Background: an optimization exercise with open tools, aiming at small area. Do not read the settings as production practice.
Only simulation tests tie the RTL to the original design; equivalence was not proved.
No activity file was given, so power comes from the tool's default toggle rates.

==> design/flow/design.v <==
`timescale 1ns / 1ps
module Debouncer(
    input  wire clk,
    input  wire rst,
    input  wire btn_in,
    output reg  btn_out
);
    reg sync_0, sync_1;
    parameter THRESH = 1000;
    reg [$clog2(THRESH+1)-1:0] count;
    reg stable_state;
    always @(posedge clk or posedge rst) begin
        if (rst) begin
            sync_0       <= 1'b0;
            sync_1       <= 1'b0;
            count        <= 0;
            stable_state <= 0;
            btn_out      <= 0;
        end else begin
            sync_0 <= btn_in;
            sync_1 <= sync_0;
            if (sync_1 != stable_state) begin
                if (count < THRESH)
                    count <= count + 1;
                else begin
                    stable_state <= sync_1;
                    count <= 0;
                    btn_out <= (sync_1 == 1'b1) ? 1'b1 : 1'b0;
                end
            end else begin
                count <= 0;
                btn_out <= 0;
            end
        end
    end
endmodule
`timescale 1ns / 1ps
module vending_fsm(
    input  wire        clk,
    input  wire        rst,
    input  wire [1:0]  sw_item,    
    input  wire        db_btnU,    
    input  wire        db_btnL,    
    input  wire        db_btnR,    
    input  wire        db_btnD,    
    input  wire        db_btnC,    
    output reg  [11:0] display_val,    
    output reg         led_purchase,
    output reg         led_insuff
);
    localparam [1:0] ST_SELECT = 2'b00,
                     ST_COIN   = 2'b01,
                     ST_VEND   = 2'b10;
    reg [1:0] state, nxt_state;
    reg [11:0] price;      
    reg [11:0] coin_sum;   
    reg [11:0] change;
    reg insufficient_flag;
    function [11:0] get_price(input [1:0] sel);
        case(sel)
            2'b00: get_price = 12'd50;    
            2'b01: get_price = 12'd75;    
            2'b10: get_price = 12'd100;   
            2'b11: get_price = 12'd135;   
        endcase
    endfunction
    always @(posedge clk or posedge rst) begin
        if (rst)
            state <= ST_SELECT;
        else
            state <= nxt_state;
    end
    always @(*) begin
        nxt_state = state;
        case(state)
            ST_SELECT: begin
                if (db_btnU)       nxt_state = ST_COIN;
                else if (db_btnL)  nxt_state = ST_COIN;
                else if (db_btnR)  nxt_state = ST_COIN;
                else if (db_btnC)  nxt_state = ST_COIN;
            end
            ST_COIN: begin
                if (db_btnD)
                    nxt_state = ST_SELECT;
                else if (db_btnC) begin
                    if (coin_sum >= price)
                        nxt_state = ST_VEND;
                    else
                        nxt_state = ST_COIN;
                end
            end
            ST_VEND: begin
                if (db_btnC || db_btnD)
                    nxt_state = ST_SELECT;
            end
            default: nxt_state = ST_SELECT;
        endcase
    end
    always @(posedge clk or posedge rst) begin
        if (rst) begin
            coin_sum          <= 12'd0;
            price             <= 12'd0;
            change            <= 12'd0;
            insufficient_flag <= 1'b0;
            led_purchase      <= 1'b0;
            led_insuff        <= 1'b0;
            display_val       <= 12'd0;
        end else begin
            case(state)
                ST_SELECT: begin
                    price <= get_price(sw_item);
                    coin_sum <= 0;
                    insufficient_flag <= 1'b0;
                    led_purchase <= 1'b0;
                    led_insuff   <= 1'b0;
                    if (db_btnU)                     
                        coin_sum <= 12'd50;
                    else if (db_btnL)                
                        coin_sum <= 12'd25;
                    else if (db_btnR)                
                        coin_sum <= 12'd10;
                    else if (db_btnC) begin          
                        if (coin_sum >= price)
                            change <= coin_sum - price;
                        else
                            insufficient_flag <= 1'b1;
                    end
                    display_val <= price;  
                end
                ST_COIN: begin
                    if (db_btnU)
                        coin_sum <= coin_sum + 12'd50;
                    else if (db_btnL)
                        coin_sum <= coin_sum + 12'd25;
                    else if (db_btnR)
                        coin_sum <= coin_sum + 12'd10;
                    if (coin_sum >= price)
                        insufficient_flag <= 1'b0;
                    if (db_btnC) begin
                        if (coin_sum >= price) begin
                            change       <= coin_sum - price;
                            led_purchase <= 1'b1;  
                        end else begin
                            led_insuff   <= 1'b1;
                            insufficient_flag <= 1'b1;
                        end
                    end
                    if (db_btnD) begin
                        coin_sum          <= 0;
                        led_purchase      <= 0;
                        led_insuff        <= 0;
                        insufficient_flag <= 0;
                    end
                    display_val <= coin_sum;  
                end
                ST_VEND: begin
                    coin_sum          <= 0;
                    led_insuff        <= 0;
                    insufficient_flag <= 0;
                    display_val <= change;
                end
            endcase
        end
    end
endmodule
`timescale 1ns / 1ps
module SevenSegmentDriver(
    input  wire        clk,
    input  wire        rst,
    input  wire [11:0] value,   
    output reg  [7:0]  seg,     
    output reg  [3:0]  an       
);
    reg [3:0] digit [3:0];
    integer temp;
    reg [15:0] refresh_count;
    reg [1:0]  digit_index;
    always @(posedge clk or posedge rst) begin
        if (rst) begin
            refresh_count <= 0;
            digit_index   <= 0;
        end else begin
            refresh_count <= refresh_count + 1;
            digit_index   <= refresh_count[15:14];
        end
    end
    always @(*) begin
        temp     = value; 
        digit[3] = temp / 1000; 
        temp     = temp % 1000;
        digit[2] = temp / 100;
        temp     = temp % 100;
        digit[1] = temp / 10;
        digit[0] = temp % 10;
    end
    reg [7:0] seg_pattern;
    reg [3:0] curr_digit;
    always @(*) begin
        curr_digit = digit[digit_index];
        case (curr_digit)
            4'd0: seg_pattern = 8'b11000000;  
            4'd1: seg_pattern = 8'b11111001;  
            4'd2: seg_pattern = 8'b10100100;  
            4'd3: seg_pattern = 8'b10110000;  
            4'd4: seg_pattern = 8'b10011001;  
            4'd5: seg_pattern = 8'b10010010;  
            4'd6: seg_pattern = 8'b10000010;  
            4'd7: seg_pattern = 8'b11111000;  
            4'd8: seg_pattern = 8'b10000000;  
            4'd9: seg_pattern = 8'b10010000;  
            default: seg_pattern = 8'b11111111;  
        endcase
    end
    always @(*) begin
        seg = seg_pattern;
        an  = 4'b1111;
        an[digit_index] = 1'b0;   
    end
endmodule
`timescale 1ns / 1ps
module vending_machine_top(
    input  wire clk,         
    input  wire rst,         
    input  wire [1:0] sw_item,
    input  wire btnU,   
    input  wire btnL,   
    input  wire btnR,   
    input  wire btnD,   
    input  wire btnC,   
    output wire [7:0] seg,   
    output wire [3:0] an,    
    output reg [15:0] led_purchase,  
    output wire led_insuff     
);
    wire db_btnU, db_btnL, db_btnR, db_btnD, db_btnC;
    Debouncer debU (
        .clk(clk),
        .rst(rst),
        .btn_in(btnU),
        .btn_out(db_btnU)
    );
    Debouncer debL (
        .clk(clk),
        .rst(rst),
        .btn_in(btnL),
        .btn_out(db_btnL)
    );
    Debouncer debR (
        .clk(clk),
        .rst(rst),
        .btn_in(btnR),
        .btn_out(db_btnR)
    );
    Debouncer debD (
        .clk(clk),
        .rst(rst),
        .btn_in(btnD),
        .btn_out(db_btnD)
    );
    Debouncer debC (
        .clk(clk),
        .rst(rst),
        .btn_in(btnC),
        .btn_out(db_btnC)
    );
    wire [11:0] display_val;     
    wire fsm_purchase, fsm_insuff;
    vending_fsm fsm_unit (
        .clk(clk),
        .rst(rst),
        .sw_item(sw_item),
        .db_btnU(db_btnU),
        .db_btnL(db_btnL),
        .db_btnR(db_btnR),
        .db_btnD(db_btnD),
        .db_btnC(db_btnC),
        .display_val(display_val),
        .led_purchase(fsm_purchase),
        .led_insuff(fsm_insuff)
    );
    always @(posedge clk or posedge rst) begin
        if (rst) begin
            led_purchase <= 16'h0000;
        end
        else if (fsm_purchase) begin
            led_purchase <= 16'hFFFF;  
        end
        else begin
            led_purchase <= 16'h0000;  
        end
    end
    assign led_insuff   = fsm_insuff;
    SevenSegmentDriver sseg_unit (
        .clk(clk),
        .rst(rst),
        .value(display_val),
        .seg(seg),
        .an(an)
    );
endmodule
==> design/flow/run.sh <==
#!/bin/bash
# synth_recipe.tcl (not shown) runs the flow's synth.tcl, then flattens the netlist and writes it again
# the make line also repeats each setting of config.mk as NAME=value (left out here)
make -C /OpenROAD-flow-scripts/flow DESIGN_CONFIG=/design/flow/config.mk WORK_HOME=/design/flow/orfs CLKGATE_MAP_FILE= SYNTH_SCRIPT=/design/flow/synth_recipe.tcl finish
==> design/flow/config.mk <==
export PLATFORM = sky130hd
export DESIGN_NAME = vending_machine_top
export DESIGN_NICKNAME = vending_machine_top
export VERILOG_FILES = /design/flow/design.v
export SDC_FILE = /design/flow/constraint.sdc
export NUM_CORES = 4
export LEC_CHECK = 0
export CAP_MARGIN = 20
export CORE_MARGIN = 2
export CORE_UTILIZATION = 40
export SLEW_MARGIN = 20
==> design/flow/constraint.sdc <==
create_clock -name core_clock -period 80.0 [get_ports {clk}]
set_input_delay 16.0000 -clock core_clock [delete_from_list [all_inputs] [get_ports {clk}]]
set_output_delay 16.0000 -clock core_clock [all_outputs]
set_load 0.01 [all_outputs]
==> notes.md <==
## registers in the layout (all words and copies together) (netlist names), 2 cells and up
register	cells
debC.count	10
fsm_unit.price	8
debL.count	10
fsm_unit.change	12
debR.count	10
fsm_unit.state	2
sseg_unit.digit_index	2
debD.count	10
fsm_unit.display_val	12
debU.count	10
sseg_unit.refresh_count	16
fsm_unit.coin_sum	12
## per-stage QoR
| stage | area [um2] | std cells | power, uW | hold WS, ps |
|---|---|---|---|---|
| 2_1_floorplan | 9067 | 1019 | 333.9 | 331.2 |
| 3_3_place_gp | 9522 | 1286 | 414.7 | 332.2 |
| 3_5_place_dp | 9522 | 1286 | 416.7 | 338.6 |
| 4_1_cts | 10180 | 1318 | 505.3 | 352.6 |
| 5_1_grt | 10180 | 1318 | 547.6 | 360.0 |
| 6_report | 10180 | 1318 | 504.5 | 350.0 |
## report_power, final
part | switching (uW) | leakage [uW] | internal, uW
registers | 15.6 | 0.00179 | 80.5
logic | 182 | 0.00225 | 140
clock network | 29.3 | 0.000317 | 57.0
total | 227 | 0.00435 | 278
## logic make-up after synthesis
| logic type | Yosys count |
|---|---|
| adders and majority gates | 38 |
| and+or+nand+nor | 374 |
| buffers and inverters | 103 |
| muxes | 27 |
| AOI/OAI and AO/OA | 268 |
| DFF | 137 |
| other | 1 |
| xor gates and xnor gates | 71 |
## synthesized netlist by cell type, types with 13 or more instances
cell type,number,area (um2)
nand3_1,49,245.2
and3_1,20,125.1
o21ai_0,67,335.3
dfrtp_1,137,3428
xor2_1,35,306.5
nor2_1,113,424.2
ha_1,37,462.9
a22oi_1,14,105.1
a21oi_1,45,225.2
mux2_2,16,180.2
xnor2_1,35,306.5
clkbuf_1,27,101.4
inv_1,46,172.7
nand2b_1,15,93.84
nand2_1,85,319.1
buf_4,18,135.1
a21o_1,13,97.59
nor3_1,17,85.08
## worst max path at each step
stage,slack (ps),cells past startpoint,to,startpoint
4_1_cts,55370,28,seg[6],fsm_unit.display_val[8]$_DFFE_PP0P_
3_3_place_gp,56050,28,seg[6],fsm_unit.display_val[8]$_DFFE_PP0P_
6_report,55260,28,seg[6],fsm_unit.display_val[8]$_DFFE_PP0P_
5_1_grt,54520,26,seg[3],fsm_unit.display_val[8]$_DFFE_PP0P_
2_1_floorplan,57460,30,seg[6],fsm_unit.display_val[8]$_DFFE_PP0P_
3_5_place_dp,55840,28,seg[6],fsm_unit.display_val[8]$_DFFE_PP0P_
## worst register-to-register path, cell delays in order, from the launching register on
cell      delay (ps)
dfrtp_1          460
inv_1             90
ha_1             200
fa_1             250
nor2b_1           60
o21ai_0          160
nand2b_1         130
nand2b_1         100
nand2_1           70
a21oi_1          170
nand2b_1         130
a211oi_1         600
nor3b_2          110
buf_4            230
mux2_2           300
## layout make-up
cell class	count	share of cell area
Clock buffer	21	0.04525
Multi-Input combinational cell	779	0.5087
Clock inverter	11	0.01906
Inverter	46	0.01746
Tap cell	285	0.03504
Sequential cell	137	0.3369
Timing Repair Buffer	39	0.03762
## per-layer routing
layer / share of wire / global-route usage / wire length (um) / up-vias
li1: - / - / - / 3647
met1: 0.49 / 0.2295 / 9357 / 3521
met2: 0.47 / 0.2621 / 8893 / 111
met3: 0.027 / 0.03054 / 520 / 24
met4: 0.016 / 0.05644 / 308 / 0
met5: 0 / 0 / 0 / -
==> reports/metrics.csv <==
stage;metric;value;unit
global_route;total grt overflow;0;
worst_setup_path;CP arrival;8740;ps
drt;Antenna Nets Post-Route;0;
worst_setup_path;CP Launch Type;register;
worst_setup_path;Crit-path slowest cell;o2bb2ai_1;
drt;Routed WL;19080;um
floorplanning;DIE WIDTH;154.6;um
drt;Routed WL per cell;14.47;um
synth;predominant post-synthesis flop cell;dfrtp_1;
pwr;Lkg Pwr;0.004354;uW
sta;final period utilization;0.3093;
clock_tree;Worst-Skew Late Latency;420;ps
synth;main combinational cell family by area after synthesis;compound AO/OA/AOI/OAI gates;
pwr;Power Density;49.58;mW/mm2
clock_tree;htree depth;4;
synth;mux cell area share after synthesis;0.03298;
global_route;GRT Total Usage;0.1658;
floorplanning;Initial Util;0.4042;
drt;number of remaining DRC errors;0;
place;post-DP HPWL;13500;um
floorplanning;Core ar.;0.02243;mm2
global_route;first-pass GRT wire length;33100;um
clock_tree;clk sinks;137;
worst_setup_path;R2R cell count;14;
layout;register area;0.003428;mm2
synth;#FFs+latches synth;137;
synth;simple-gate share of the synthesized area;0.2027;
sta;Max Slew Vio Count;0;
worst_setup_path;R2R Path Start;fsm_unit.coin_sum[0]$_DFFE_PP0P_;
clock_tree;cts hold-fix bufs;0;
clock_tree;Num CTS Buffers;17;
synth;Mapped Area;0.009067;mm2
layout;count of nets after finishing;1067;
sta;Max Freq;40.42;MHz
layout;fill count;2181;
synth;Mapped Avg Cell Area;8.898;um2
run;max_cap viols;0;
floorplanning;die height;154.6;um
drt;router iterations before antenna repair;4;
synth;post-synthesis adder-cell area fraction;0.05326;
clock_tree;TritonCTS clock tree;built;
drt;Vias/cell;5.541;
clock_tree;CTS root buf;clkbuf_16;
global_route;largest net degree at the start of global routing;74;
hold_path;hold path start;debD.sync_0$_DFF_PP0_;
sta;RSZ-0062 raised after global routing;false;
place;Post-Place Worst Slack;55840;ps
synth;synth warn;5;
synth;sequential element share of the synthesized area;0.3781;
sta;Worst Slack Setup Final;55260;ps
synth;ys async rst share;1.000;
synth;Yosys cell types;98;
layout;share of layout cells above drive strength 1;0.09293;
synth;number of synthesized flops with an enable pin;0;
clock_tree;# resized after CTS;0;
synth;Synth Area in XOR/XNOR;0.07065;
drt;via count;7303;
worst_setup_path;critical path peak fanout;14;
worst_setup_path;CP Class;reg2out;
sta;Least-Margin Pin Slew;1063;ps
worst_setup_path;Critical Path RT;64000;ps
layout;Multi-input gate area;0.005176;mm2
synth;Post-Syn Nets;1066;
sta;Slew HR;0.2873;
hold_path;Min-Delay Endpoint;debD.sync_1$_DFF_PP0_;
clock_tree;Setup Buffers After CTS;0;
global_route;initial antenna violation count;0;
hold_path;Hold Path Depth;0;
drt;drt first-iter violations;399;
sta;setup TNS;0;ps
layout;most frequent cells in the layout;dfrtp_1, nor2_1, nand2_1, o21ai_0, nand3_1;
layout;Layout area overhead;12.23;%
layout;fin util;0.4536;
sta;post-route minimum period;24740;ps
sta;clock skew;5.898;ps
global_route;vias in the first global route;6911;
worst_setup_path;reg2reg setup slack;76850;ps
worst_setup_path;Critical Path Sink Type;output port;
clock_tree;Clock transition at path regs;60;ps
floorplanning;Site Rows;55;
place;Port Buffers;36;
floorplanning;io pins;38;
outcome;status;complete, no violations;
worst_setup_path;Worst Path Buf+Inv;3;
floorplanning;die footprint;0.02389;mm2
worst_setup_path;FF-to-FF End;fsm_unit.change[5]$_DFFE_PP0P_;
worst_setup_path;family with the most delay on the worst path;compound AO/OA/AOI/OAI gates;
hold_path;Hold WC Path Type;reg2reg;
synth;Mapped Cells;1019;
sta;final setup fails;0;
place;gpl congestion;0.8480;
pwr;Worst VDD drop;0.02460;mV
clock_tree;clock buffer depth;2;
layout;most common cell after layout, fill and taps aside;dfrtp_1;
synth;compound-cell area share of the yosys netlist;0.2103;
sta;Final Hold Viols;0;
worst_setup_path;Max stage delay on crit path;710;ps
layout;ANT cells;0;

## separate check: timing with driven ports
No port has a modelled driver above. Below, the same layout with a new extraction and two added sets of constraints. Step 1 assumes that a clkbuf_16 drives the clock port and a buf_2 every other input. Step 2 times the ports against the registers' clock, not the clock port: input delays grow and output delays shrink by t, the midpoint of the rising clock arrivals with the driver on. Three values: no drivers, after step 1, after step 2; two values: the first two.
t, ns: 0.456
setup slack, ns: 55.259 / 55.216 / 55.672
hold WS [ns]: 0.350 / 0.350 / 0.350
pins driven straight from the clock port: 1
After both steps setup and hold are still met in this run. For this run, drivers alone change the setup slack by -0.043 ns; drivers and shift together by +0.413 ns.
